What follows belongs to an exercise in optimizing a design on an open flow for small area and a short achievable clock period; a production flow would make more cautious choices. At most, simulation tests tie the RTL to the original design; equivalence was not proved. No functional check of the RTL was part of runs 2 and 3. The clock port is modelled as an ideal driver; clocking choices that lean on that would not hold on a real chip. No activity file was given, so power comes from the tool's default toggle rates.

## flow/design.v (module list and top-level ports; edited modules follow where they fit)
// module pe_mac: 1410 lines
// module pe_fa: 4 lines
// module pe_ha: 4 lines
module pe_mac #(
  parameter int WA       = 16,
  parameter int WB       = 16,
  parameter int ACCW     = 40,
  parameter int MULT_LAT = 1,
  parameter int ADD_LAT  = 0
) (
  input  logic                    clk,
  input  logic                    rst_n,
  input  logic                    in_valid,
  output logic                    in_ready,
  input  logic signed [WA-1:0]    a_in,
  input  logic signed [WB-1:0]    b_in,
  input  logic signed [ACCW-1:0]  psum_in,
  output logic                    out_valid,
  input  logic                    out_ready,
  output logic signed [WA-1:0]    a_out,
  output logic signed [WB-1:0]    b_out,
  output logic signed [ACCW-1:0]  psum_out
);
  // ...
==> flow/flow/run.sh <==
#!/bin/bash
# Own flow: the standard layout (standard.sh, unchanged synthesis) with
#  - the port buffers made of the smallest buffer cell (buf_1), and
#  - useful skew for the internal M registers (flow/skew.tcl, run as the
#    PRE_CTS_TCL hook: it wraps clock_tree_synthesis and delays the clock of
#    Ms/Mc, which have no path from an input or to an output).
set -euo pipefail
here=$(pwd)
export BUFFER_PORTS_ARGS="-buffer_cell sky130_fd_sc_hd__buf_1"
export PRE_CTS_TCL="$here/flow/skew.tcl"

export SKEW_CELLS="clkdlybuf4s25_1 clkbuf_4"
export CTS_ARGS="-sink_clustering_enable -repair_clock_nets -buf_list sky130_fd_sc_hd__clkbuf_8 -dont_use_dummy_load"
bash standard.sh > standard.log 2>&1
==> flow/flow/skew.tcl <==
# Useful skew for the register-to-register paths A,B -> M -> S: the clock of
# the M registers (Ms, Mc), whose D and Q pins connect only to other
# registers through logic, is delayed by a chain of clock buffers after CTS,
# so the multiply stage borrows time from the accumulate stage.
rename clock_tree_synthesis my_cts_orig
proc clock_tree_synthesis {args} {
  my_cts_orig {*}$args
  # buffer cells of the delay chain, from the tree's leaf net to the registers
  set cells [expr {[info exists ::env(SKEW_CELLS)] ? $::env(SKEW_CELLS) : "clkbuf_2 clkbuf_4"}]
  set groups [dict create]
  foreach inst [get_cells -quiet {Ms[* Mc[*}] {
    set pin [get_pins -of_objects $inst -filter "name==CLK"]
    set net [get_nets -of_objects $pin]
    dict lappend groups [get_full_name $net] [list $pin [sta::sta_to_db_inst $inst]]
  }
  set block [ord::get_db_block]
  set k 0
  dict for {netname items} $groups {
    set xs 0; set ys 0; set pins {}
    foreach it $items {
      lappend pins [lindex $it 0]
      set bb [[lindex $it 1] getBBox]
      set xs [expr {$xs + (([$bb xMin] + [$bb xMax]) / 2)}]; set ys [expr {$ys + (([$bb yMin] + [$bb yMax]) / 2)}]
    }
    set n [llength $pins]
    set dbu [$block getDbUnitsPerMicron]
    set loc [list [expr {$xs / $n / double($dbu)}] [expr {$ys / $n / double($dbu)}]]
    set cur $netname
    # a stronger last buffer for a large group keeps the clock pin slew low
    set big [expr {[info exists ::env(SKEW_BIG)] ? $::env(SKEW_BIG) : 6}]
    set chain $cells
    if {$n > $big} { set chain [lreplace $chain end end clkbuf_8] }
    set s 0
    foreach cell $chain {
      insert_buffer -buffer_cell sky130_fd_sc_hd__$cell -net $cur -load_pins $pins -location $loc \
        -buffer_name skewbuf_${k}_$s -net_name skewnet_${k}_$s
      incr s
      set cur [get_full_name [get_nets -of_objects [lindex $pins 0]]]
    }
    puts "skew: $n M register clock pins of $netname behind $chain"
    incr k
  }
}
==> flow/standard.sh <==
#!/bin/bash
# synth_recipe.tcl (not shown) runs the flow's synth.tcl, then flattens the netlist and writes it again
# the make line also repeats each setting of config.mk as NAME=value (left out here)
make -C /OpenROAD-flow-scripts/flow DESIGN_CONFIG=/design/flow/config.mk WORK_HOME=/design/flow/orfs CLKGATE_MAP_FILE= SYNTH_SCRIPT=/design/flow/synth_recipe.tcl "${@:-finish}"
==> flow/config.mk <==
export PLATFORM = sky130hd
export DESIGN_NAME = pe_mac
export DESIGN_NICKNAME = pe_mac
export VERILOG_FILES = /design/flow/design.v
export SDC_FILE = /design/flow/constraint.sdc
export NUM_CORES = 4
export LEC_CHECK = 0
export ABC_AREA = 1
export CAP_MARGIN = 20
export CORE_MARGIN = 2
export CORE_UTILIZATION = 55
export CTS_BUF_LIST = sky130_fd_sc_hd__clkbuf_8
export SETUP_SLACK_MARGIN = 3.1
export SLEW_MARGIN = 20
export SYNTH_HIERARCHICAL = 1
export SYNTH_MINIMUM_KEEP_SIZE = 0
export TNS_END_PERCENT = 20
==> flow/constraint.sdc <==
create_clock -name core_clock -period 6.0 [get_ports {clk}]
set_input_delay 1.2000 -clock core_clock [delete_from_list [all_inputs] [get_ports {clk}]]
set_output_delay 1.2000 -clock core_clock [all_outputs]
set_load 0.01 [all_outputs]
==> summary.txt, run 1 <==
Yosys
  – Xor-xnor portion of the synthesized cell area: under 10%
  – Synth async-reset ratio: 0%

Status
  – Outcome: finished clean

Worst setup path
  – CP max-delay cell: dfxtp_4
  – Worst path bufs/invs: 1
  – Worst r2r path cells: 7
  – Reg2reg start: B[9]
  – Number of cells on the critical path: 7
  – Crit path largest cell delay: around 0.57 ns

CTS
  – Reg clk slew, reported paths: roughly 0.07 ns
  – TritonCTS clock tree: built
  – Clk sinks: approximately 180

Detailed routing
  – Met3 wire len: around 2400 µm
  – Metal-1 WL: between 10000 and 15000 µm
  – 1st-iter DRT viols: ~650
  – Drt total wl: ~31000 µm

Pwr
  – Clk pwr: 904 µW
  – Pint: 3.003 mW
  – P_seq: between 1.5 and 2 mW

STA
  – Final hold slack: about 0.17 ns
  – Worst Max-Slew Pin Slew: a little under 0.8 ns
  – Fin crit period: around 2.9 ns
  – Worst slew margin: between 40% and 50%

Global routing
  – First-pass GRT wire length: ~48000 µm

Cells and area
  – Cell Count, Final, Fillers Out: between 1500 and 2000
  – N_diodes: 0

Floorplanning
  – Core ar.: about 21000 µm²
  – I/O pin count: 150
==> run 2: changes to the inputs <==
--- a/flow/design.v
+++ b/flow/design.v
@@ -21,27 +21,24 @@
   logic        acc;
   logic [15:0] A, B;
   logic [39:0] P;           
   logic [39:0] S;
   logic [3:0]  V;
   logic [39:0] psum_off;
   assign in_ready = out_ready;
   assign acc      = in_valid & out_ready;
-  assign psum_off = {psum_in[39:31] - 9'd1, psum_in[30:0]};
+  assign psum_off = {psum_in[39:32], ~psum_in[31], psum_in[30:0]};
+  logic ld, hold;
+  assign ld   = rst_n & acc;
+  assign hold = rst_n & ~acc;
   always_ff @(posedge clk) begin
-    if (!rst_n) begin
-      A <= '0;
-      B <= '0;
-      P <= 40'hFF80000000;
-    end else if (acc) begin
-      A <= a_in;
-      B <= b_in;
-      P <= psum_off;
-    end
+    A <= (a_in & {16{ld}}) | (A & {16{hold}});
+    B <= (b_in & {16{ld}}) | (B & {16{hold}});
+    P <= (psum_off & {40{ld}}) | (P & {40{hold}}) | (40'h0080000000 & {40{~rst_n}});
   end
   logic bo0;
   logic bt0;
   logic bn0;
   logic ax0_0;
   logic ax0_1;
   logic ax0_2;
   logic ax0_3;
@@ -1046,18 +1043,18 @@
   end
   logic rq, sclr;
   always_ff @(posedge clk) rq <= ~rst_n;
   assign sclr = ~rst_n | rq;
   logic [31:0] cs_s, cs_c;
   assign cs_s = P[31:0] ^ Ms ^ Mc;
   assign cs_c = (P[31:0] & Ms) | (P[31:0] & Mc) | (Ms & Mc);
   logic [39:0] xx, yy, sum;
-  assign xx = {P[39:32], cs_s};
-  assign yy = {7'd0, cs_c, 1'b0};
+  assign xx = {P[39:32], P[31], cs_s[30:0]};
+  assign yy = {{8{P[31]}}, cs_c[30:0], 1'b0};
   logic [39:0] a_g0, a_p0;
   assign a_g0 = xx & yy;
   assign a_p0 = xx ^ yy;
   logic a_G0, a_P0;
   assign a_G0 = a_g0[1] | (a_p0[1] & a_g0[0]);
   assign a_P0 = a_p0[1] & a_p0[0];
   logic a_G1, a_P1;
   assign a_G1 = a_g0[3] | (a_p0[3] & a_g0[2]);
==> run 2 against run 1 <==
Against the previous run: still clean; synthesized area about the same; worst setup slack got worse by 0.0087 ns; clock skew decreased by 0.0034 ns; fmax decreased by 0.30%; global-route usage decreased by 1.1 points; combinational power decreased by 41%; sequential cell count unchanged; first-iteration DRC count decreased by 19%; sequential share of layout area decreased by 0.31 points; register-to-register slack about the same; design area increased by 1.2%; critical path type unchanged; critical endpoint is now S[32]; highest routed layer unchanged.
==> summary.txt, run 2 <==
Cells and area
  – Multi-input combinational cell area: 8050 µm² (was 7921 µm²)
  – Register area: 3611 µm² (unchanged)
  – N_diodes: 0 (unchanged)
  – Cell Count, Final, Fillers Out: 1726 (was 1731)
  – Final instance area: 13650 µm² (was 13490 µm²)
  – Layout fillers: 1876 (was 1872)
  – Most common cell after layout, fill and taps aside: nand2_1 (was nor2_1)
  – Nets: 1719 (was 1718)
  – P&R area growth vs syn: 14.50% (was 13.07%)
  – Biggest regs: P: 40 flops, S: 40 flops, Ms: 31 flops (unchanged)
  – Most frequent cells in the layout: 210 x nand2_1, 154 x dfxtp_1, 148 x buf_1 (was 185 x nor2_1, 156 x dfxtp_1, 148 x buf_1)
  – Share of layout cells above drive strength 1: 13.03% (was 11.61%)

Pwr
  – Gate power share: 39.6% (was 51.3%)
  – Design Power: 4.029 mW (was 5.235 mW)
  – Reg power frac: 36.7% (was 31.4%)
  – Clock Power Share: 23.7% (was 17.3%)
  – Sw Share: 37.67% (was 42.62%)
  – Power Density: 295.2 nW/µm² (was 388.1 nW/µm²)
  – Pint: 2.511 mW (was 3.003 mW)
  – NetSw: 1.518 mW (was 2.231 mW)
  – VDD IR-drop max: 0.2086 mV (was 0.1972 mV)
  – Leak pwr: 5.799 nW (was 5.593 nW)

Global routing
  – Vias in the first global route: 9198 (was 8871)
  – Initial antenna violation count: 0 (unchanged)
  – Grt met1 use: 36.31% (was 41.96%)
  – GRT Util Overall: 27.15% (was 28.28%)
  – Global routing usage on met2: 43.76% (was 42.26%)
  – Busiest grt layer: met2 (unchanged)
  – GRT Residual Overflow: 0 (unchanged)
  – Met3 usage: 5.964% (was 5.934%)
  – First-pass GRT wire length: 47250 µm (was 48260 µm)
  – Largest net degree at the start of global routing: 60 (was 72)

Yosys
  – Yosys top cell area share: 29.89% (was 29.87%)
  – Synth async-reset ratio: 0% (unchanged)
  – Yosys cell types: 41 (was 40)
  – Total number of yosys warnings: 7 (unchanged)
  – Post-synth EDFFs: 0 (unchanged)
  – Dominant cell type by area after synthesis: dfxtp_1 (unchanged)
  – Mapped Avg Cell Area: 9.079 µm² (was 8.984 µm²)
  – Ys flop type: dfxtp_1 (unchanged)
  – Mapped cell area: 11920 µm² (was 11930 µm²)
  – Ranking of synthesized cells by area: dfxtp_1 30%, fa_1 21%, xnor2_1 9.5%, nand2_1 7.0%, ha_1 6.9% (was dfxtp_1 30%, fa_1 21%, xnor2_1 9.5%, ha_1 6.4%, o22ai_1 6.0%)
  – Seq cells post-synth: 178 (unchanged)
  – Post-synthesis sequential area ratio: 29.89% (was 29.87%)
  – Syn Nets: 1579 (was 1588)
  – Cell count after synthesis: 1313 (was 1328)
  – Post-synth top cells: 221 x nand2_1, 178 x dfxtp_1, 129 x xnor2_1, 124 x fa_1, 114 x o22ai_1 (was 188 x nor2_1, 178 x dfxtp_1, 130 x xnor2_1, 123 x fa_1, 116 x nand2_1)
  – Most frequent cell after synthesis: nand2_1 (was nor2_1)

STA
  – Tcrit/Tclk final: 48.64% (was 48.49%)
  – Worst Max-Slew Pin Slew: 0.8724 ns (was 0.7819 ns)
  – Setup TNS: 0 ns (unchanged)
  – Fin crit period: 2.918 ns (was 2.910 ns)
  – Final hold slack: 0.2463 ns (was 0.1748 ns)
  – Fin. Hold Viols: 0 (unchanged)
  – Final setup violation count: 0 (unchanged)
  – Worst slew margin: 41.76% (was 47.80%)
  – Clock Skew: 0.4488 ns (was 0.4522 ns)
  – Slew Viols, Final: 0 (unchanged)
  – Maximum clock frequency: 342.7 MHz (was 343.7 MHz)
  – RSZ-0062 raised after global routing: yes (unchanged)

Detailed routing
  – Detailed-route vias per instance: 5.492 (was 5.464)
  – Total number of vias: 9480 (was 9458)
  – # DRC: 0 (unchanged)
  – DRT antenna net count: 0 (unchanged)
  – 1st-iter DRT viols: 526 (was 651)
  – Wire per inst: 17.82 µm (was 18.17 µm)
  – Drt total wl: 30760 µm (was 31460 µm)
  – First drt pass iteration count: 5 (unchanged)

Place
  – Post-DP HPWL: 22150 µm (was 23430 µm)
  – Buffers added on ports: 149 (unchanged)
  – Final estimated routing congestion in global placement: 0.9860 (was 0.9852)
  – Post-DP Area: 12690 µm² (was 12650 µm²)
  – Placed Instances: 1669 (was 1679)

Worst setup path
  – Max FO, Critical Path: 4 (was 22)
  – CP Capture Type: register (unchanged)
  – Reg2reg start: Ms[24] (was B[9])
  – Crit. Startpoint: Ms[24] (was B[9])
  – Critical path type: register to register (unchanged)
  – Data arrival time of the critical path: 3.25 ns (was 3.60 ns)
  – Worst EP required: 6.33 ns (was 6.69 ns)
  – Startpoint types: register (unchanged)

CTS
  – Reg clk slew, reported paths: 0.10 ns (was 0.07 ns)
  – Clk sinks: 178 (unchanged)
  – TritonCTS clock tree: built (unchanged)
  – Clk latency of the worst-skew pair: 0.87 ns (about the same)
  – Cts bufs inserted: 17 (unchanged)

Floorplanning
  – Die width: 151.2 µm (was 151.3 µm)
  – Die height: 151.2 µm (was 151.3 µm)
  – Starting density of the core: 56.35% (was 56.40%)
  – I/O pin count: 150 (unchanged)
  – # rows: 53 (unchanged)
  – Die area: 22870 µm² (was 22890 µm²)
  – Core ar.: 21150 µm² (unchanged)

Status
  – Outcome: finished clean (unchanged)

Run
  – MaxCap Viol Count: 0 (unchanged)

Min path
  – Hold Crit Start: B[1] (was B[3])
  – Hold Path Class: register to register (unchanged)
[run 2: changes by cell type in the layout (fill, tap and decap cells not counted), sizes merged, moves of 3 or more]
| cell | previous run | this run |
|---|---|---|
| ha | 61 | 66 |
| nor2 | 190 | 71 |
| nand2 | 129 | 240 |
| o21ai | 90 | 37 |
| clkinvlp | 5 | 2 |
| a21boi | 4 | 1 |
| nand3 | 34 | 95 |
| a21oi | 59 | 47 |
| o211ai | 4 | 0 |
[run 2: critical path: stages (launching register included)]
cell     delay [ns]
dfxtp_1        0.32
fa_1           0.45
ha_1           0.38
nand2_2        0.11
nor2_4         0.17
nand2_1        0.10
nor2_1         0.19
nand2_4        0.09
nand2_8        0.07
fa_2           0.42
inv_1          0.06
nor2_1         0.04
[run 2: final cells by class, without the clock buffers]
cell class                      instances  area share (%)
Inverter                              106           3.071
Timing Repair Buffer                  171           5.482
Sequential cell                       178           26.46
Multi-Input combinational cell        955           58.98
Tap cell                              275           2.521
[run 2: routing by layer]
metal | vias up | part of all wire (%)
met4 | 0 | 2.6
li1 | 4583 | -
met3 | 55 | 6.2
met1 | 4541 | 45
met2 | 301 | 46
met5 | - | 0
[run 2: per-module statistics from Yosys, one instance, submodules excluded]
module	area [µm²]	cells inside	flops+latches	copies in the design
pe_fa	20.02	1	0	89
pe_ha	12.51	1	0	18
pe_mac	9913	1206	178	1
[run 2: logic make-up (layout without fill, tap and decap cells)]
logic type | Yosys count | after routing | share of synthesized area (%)
AOI/OAI and AO/OA | 212 | 212 | 10.67
xor gates and xnor gates | 134 | 134 | 9.846
adders and majority gates | 190 | 190 | 27.75
buffers and inverters | 181 | 318 | 6.203
DFF | 178 | 178 | 29.89
and+or+nand+nor | 418 | 419 | 15.63
[run 2: repair_timing]
action / CTS / global route
resized for setup: 26 / 45
hold buffers: 0 / 0
cloned: 0 / 1
pin swaps: 8 / 20
hold endpoints to repair: 0 / 0
setup endpoints to repair: 25 / 62
buffers inserted: 3 / 12
[run 2: stage by stage]
step | util, % | setup WS, ns
after global routing | 64.52 | 2.959
after global placement | 59.98 | 2.413
final | 64.52 | 3.082
after CTS | 62.97 | 3.063
after detailed placement | 59.98 | 2.322
after floorplan | - | 3.085
[run 2: power by group through the flow]
stage	combinational (mW)	sequential (mW)	clock, mW
after floorplan	1.07	1.49	0
after global placement	1.36	1.51	0
after detailed placement	1.38	1.51	0
after CTS	1.47	1.49	0.982
after global routing	1.81	1.50	1.03
final	1.60	1.48	0.954
[run 2: worst paths after layout]
path / endpoint / cells past startpoint / slack (ns)
setup / recovery: S[32] / 11 / 3.08
hold / removal: Ms[0] / 1 / 0.25
setup reg to reg: S[32] / 11 / 3.08
hold reg to reg: Ms[0] / 1 / 0.25
==> run 3: changes to the inputs <==
--- a/flow/flow/run.sh
+++ b/flow/flow/run.sh
@@ -10,5 +10,5 @@
 export PRE_CTS_TCL="$here/flow/skew.tcl"
 
 export SKEW_CELLS="clkdlybuf4s25_1 clkbuf_4"
-export CTS_ARGS="-sink_clustering_enable -repair_clock_nets -buf_list sky130_fd_sc_hd__clkbuf_8 -dont_use_dummy_load"
+export CTS_ARGS="-sink_clustering_enable -repair_clock_nets -buf_list sky130_fd_sc_hd__clkbuf_8 -dont_use_dummy_load -sink_clustering_size 30 -sink_clustering_max_diameter 80"
 bash standard.sh > standard.log 2>&1
==> run 3 against run 2 <==
Against the previous run: clock skew unchanged; fmax unchanged; clock power about the same; global-route usage unchanged; design area unchanged; register-to-register slack about the same; sequential power about the same; final cell count unchanged; total power unchanged; worst setup slack unchanged; largest power group unchanged; highest routed layer unchanged.
==> summary.txt, run 3 <==
Status
  – Outcome: finished clean (unchanged)

CTS
  – Reg clk slew, reported paths: 0.10 ns (about the same)
  – Cts bufs inserted: 17 (unchanged)
  – TritonCTS clock tree: built (unchanged)
  – Clk sinks: 178 (unchanged)
  – # hold bufs at CTS: 0 (unchanged)
  – Clk latency of the worst-skew pair: 0.87 ns (about the same)

Worst setup path
  – Data arrival time of the critical path: 3.25 ns (about the same)
  – Critical path type: register to register (unchanged)
  – Startpoint types: register (unchanged)
  – CP max-delay cell: fa_1 (unchanged)
  – CP Capture Type: register (unchanged)
  – Crit path largest cell delay: 0.45 ns (about the same)
  – CP dominant cell by count: nor2_1 (unchanged)
  – Max FO, Critical Path: 4 (unchanged)
  – CP cell instances: fa_1 -> ha_1 -> nand2_2 -> nor2_4 -> nand2_1 -> nor2_1 -> nand2_4 -> nand2_8 -> fa_2 -> inv_1 -> nor2_1 (unchanged)
  – Top Family by Delay on Critical Path: adder cells (unchanged)
  – Worst EP required: 6.33 ns (about the same)
  – Worst path bufs/invs: 1 (unchanged)

Detailed routing
  – # DRC: 0 (unchanged)
  – First drt pass iteration count: 5 (unchanged)
  – Wire per inst: 17.82 µm (unchanged)
  – Total number of vias: 9480 (unchanged)
  – 1st-iter DRT viols: 526 (unchanged)
  – DRT antenna net count: 0 (unchanged)
  – Detailed-route vias per instance: 5.492 (unchanged)
  – Drt total wl: 30760 µm (unchanged)

Place
  – Final estimated routing congestion in global placement: 0.9860 (unchanged)
  – Post-DP HPWL: 22150 µm (unchanged)
  – Buffers added on ports: 149 (unchanged)
  – Post-DP Area: 12690 µm² (unchanged)
  – Placed Instances: 1669 (unchanged)

Cells and area
  – Layout fillers: 1876 (unchanged)
  – Final instance area: 13650 µm² (unchanged)
  – Share of layout cells above drive strength 1: 13.03% (unchanged)
  – P&R area growth vs syn: 14.50% (unchanged)
  – Most frequent cells in the layout: 210 x nand2_1, 154 x dfxtp_1, 148 x buf_1 (unchanged)
  – Register area: 3611 µm² (unchanged)
  – N_diodes: 0 (unchanged)
  – Cell Count, Final, Fillers Out: 1726 (unchanged)
  – Nets: 1719 (unchanged)
  – Most common cell after layout, fill and taps aside: nand2_1 (unchanged)
  – Multi-input combinational cell area: 8050 µm² (unchanged)
  – Biggest regs: P: 40 flops, S: 40 flops, Ms: 31 flops (unchanged)

Yosys
  – Dominant cell type by area after synthesis: dfxtp_1 (unchanged)
  – Synth async-reset ratio: 0% (unchanged)
  – Yosys top cell area share: 29.89% (unchanged)
  – Mapped Avg Cell Area: 9.079 µm² (unchanged)
  – Syn Nets: 1579 (unchanged)
  – Most frequent cell after synthesis: nand2_1 (unchanged)
  – Ranking of synthesized cells by area: dfxtp_1 30%, fa_1 21%, xnor2_1 9.5%, nand2_1 7.0%, ha_1 6.9% (unchanged)
  – Ys flop type: dfxtp_1 (unchanged)
  – Post-synth top cells: 221 x nand2_1, 178 x dfxtp_1, 129 x xnor2_1, 124 x fa_1, 114 x o22ai_1 (unchanged)
  – Post-synth EDFFs: 0 (unchanged)
  – Yosys cell types: 41 (unchanged)
  – Seq cells post-synth: 178 (unchanged)
  – Post-synthesis sequential area ratio: 29.89% (unchanged)
  – Total number of yosys warnings: 7 (unchanged)
  – Mapped cell area: 11920 µm² (unchanged)
  – Cell count after synthesis: 1313 (unchanged)

Floorplanning
  – I/O pin count: 150 (unchanged)
  – Die area: 22870 µm² (unchanged)
  – Core ar.: 21150 µm² (unchanged)
  – Starting density of the core: 56.35% (unchanged)
  – # rows: 53 (unchanged)
  – Die width: 151.2 µm (unchanged)
  – Die height: 151.2 µm (unchanged)

Global routing
  – Largest net degree at the start of global routing: 60 (unchanged)
  – First-pass GRT wire length: 47250 µm (unchanged)
  – Initial antenna violation count: 0 (unchanged)
  – GRT Residual Overflow: 0 (unchanged)
  – GRT Util Overall: 27.15% (unchanged)
  – Vias in the first global route: 9198 (unchanged)

STA
  – Worst Max-Slew Pin Slew: 0.8724 ns (unchanged)
  – Tcrit/Tclk final: 48.64% (unchanged)
  – Worst slew margin: 41.76% (unchanged)
  – Setup TNS: 0 ns (unchanged)
  – RSZ-0062 raised after global routing: yes (unchanged)
  – Clock Skew: 0.4488 ns (unchanged)
  – Fin crit period: 2.918 ns (unchanged)
  – Fin. Hold Viols: 0 (unchanged)
  – Final setup violation count: 0 (unchanged)
  – Slew Viols, Final: 0 (unchanged)
  – Maximum clock frequency: 342.7 MHz (unchanged)

Pwr
  – Reg power frac: 36.7% (about the same)
  – VDD IR-drop max: 0.2086 mV (unchanged)
  – Power Density: 295.2 nW/µm² (unchanged)
  – Sw Share: 37.67% (unchanged)
  – Leak pwr: 5.799 nW (unchanged)
  – Clock Power Share: 23.7% (about the same)
  – Gate power share: 39.6% (about the same)
  – NetSw: 1.518 mW (unchanged)
  – Pint: 2.511 mW (unchanged)

Min path
  – Hold Path Class: register to register (unchanged)

Run
  – MaxCap Viol Count: 0 (unchanged)
## run 3: cell counts after synthesis
Identical to the previous run, type by type.
## run 3: final cells by class, without the clock buffers
cell class	instances	area share, %
Multi-Input combinational cell	955	58.98
Timing Repair Buffer	171	5.482
Sequential cell	178	26.46
Inverter	106	3.071
Tap cell	275	2.521
## run 3: cell families (layout without fill, tap and decap cells)
family	Yosys count	in the layout	synth area share (%)
and+or+nand+nor	418	419	15.63
DFF	178	178	29.89
buffers and inverters	181	318	6.203
xor gates and xnor gates	134	134	9.846
AOI/OAI and AO/OA	212	212	10.67
adders and majority gates	190	190	27.75
## run 3: worst reg2reg max path: cells and delay by family, from the launching register on
kind	cells	cell delay, ns
AND/OR/NAND/NOR	7	0.77
adder cells (fa/ha/maj)	3	1.25
flip-flops	1	0.32
buffers and inverters	1	0.06
## run 3: worst paths after layout
path / startpoint / endpoint / slack [ns] / cells past startpoint
worst max register to register: Ms[24] / S[32] / 3.08 / 11
worst min register to register: B[1] / Ms[0] / 0.25 / 1
worst max-delay path: Ms[24] / S[32] / 3.08 / 11
worst min-delay path: B[1] / Ms[0] / 0.25 / 1
## run 3: metal layers
layer  wire, µm  global-route usage [%]  vias up
li1           -                       -     4583
met1      13960                   36.31     4541
met2      14090                   43.76      301
met3       1894                   5.964       55
met4        811                   9.252        0
met5          0                       0        -
## run 3: repair_timing
item                                   4_1_cts  5_1_grt
resized for setup                           26       45
setup endpoints to repair                   25       62
setup buffers                                3       12
pin swaps                                    8       20
endpoints found under the hold margin        0        0
gates cloned                                 0        1
## run 3: modules after synthesis, one instance, submodules excluded
| module | cells | area, µm² | times used | flops+latches |
|---|---|---|---|---|
| pe_mac | 1206 | 9913 | 1 | 178 |
| pe_fa | 1 | 20.02 | 89 | 0 |
| pe_ha | 1 | 12.51 | 18 | 0 |
## run 3: power groups by stage
stage | combinational, mW | clock (mW) | sequential [mW]
detailed placement | 1.38 | 0 | 1.51
floorplan | 1.07 | 0 | 1.49
global route | 1.81 | 1.03 | 1.50
CTS | 1.47 | 0.982 | 1.49
global placement | 1.36 | 0 | 1.51
finish | 1.60 | 0.954 | 1.48
## run 3: through the flow
stage / setup WS [ns] / hold slack (ns) / util [%] / power, mW
floorplan: 3.085 / 0.3796 / - / 2.560
global placement: 2.413 / 0.3932 / 59.98 / 2.872
detailed placement: 2.322 / 0.3984 / 59.98 / 2.898
CTS: 3.063 / 0.2479 / 62.97 / 3.933
global route: 2.959 / 0.2488 / 64.52 / 4.335
finish: 3.082 / 0.2463 / 64.52 / 4.029

[static timing again, ports no longer ideal]
The flow's constraints put no driver on any port. The routed layouts listed below were extracted and timed again, unchanged, in two steps.
Step 1, drivers: a clkbuf_16 drives clk and a buf_2 each remaining input, both assumed.
Step 2, shift: input delay + t, output delay - t, t = (earliest + latest rising clock arrival at the registers) / 2. This alone moves slack from input paths to output paths.
Slacks: ideal / step 1 / step 2; pairs: ideal / step 1.
| run | t (ns) | slack for setup (ns) | worst hold slack (ns) | clock arrival spread, ns | pins driven straight from the clock port |
|---|---|---|---|---|---|
| run 1 | 0.684 | 3.090 / 3.090 / 2.632 | 0.175 / 0.175 / 0.175 | 0.452 / 0.452 | 1 |
| run 2 | 0.677 | 3.082 / 3.082 / 2.729 | 0.246 / 0.246 / 0.246 | 0.472 / 0.472 | 1 |
| run 3 | 0.677 | 3.082 / 3.082 / 2.729 | 0.246 / 0.246 / 0.246 | 0.472 / 0.472 | 1 |
Clock arrivals are far apart in every run listed, so t is only a midpoint there and step 2 fits no single register. The setup slack of run 1, which loses most, moves by 0.000 ns with the drivers and by -0.458 ns with both steps.
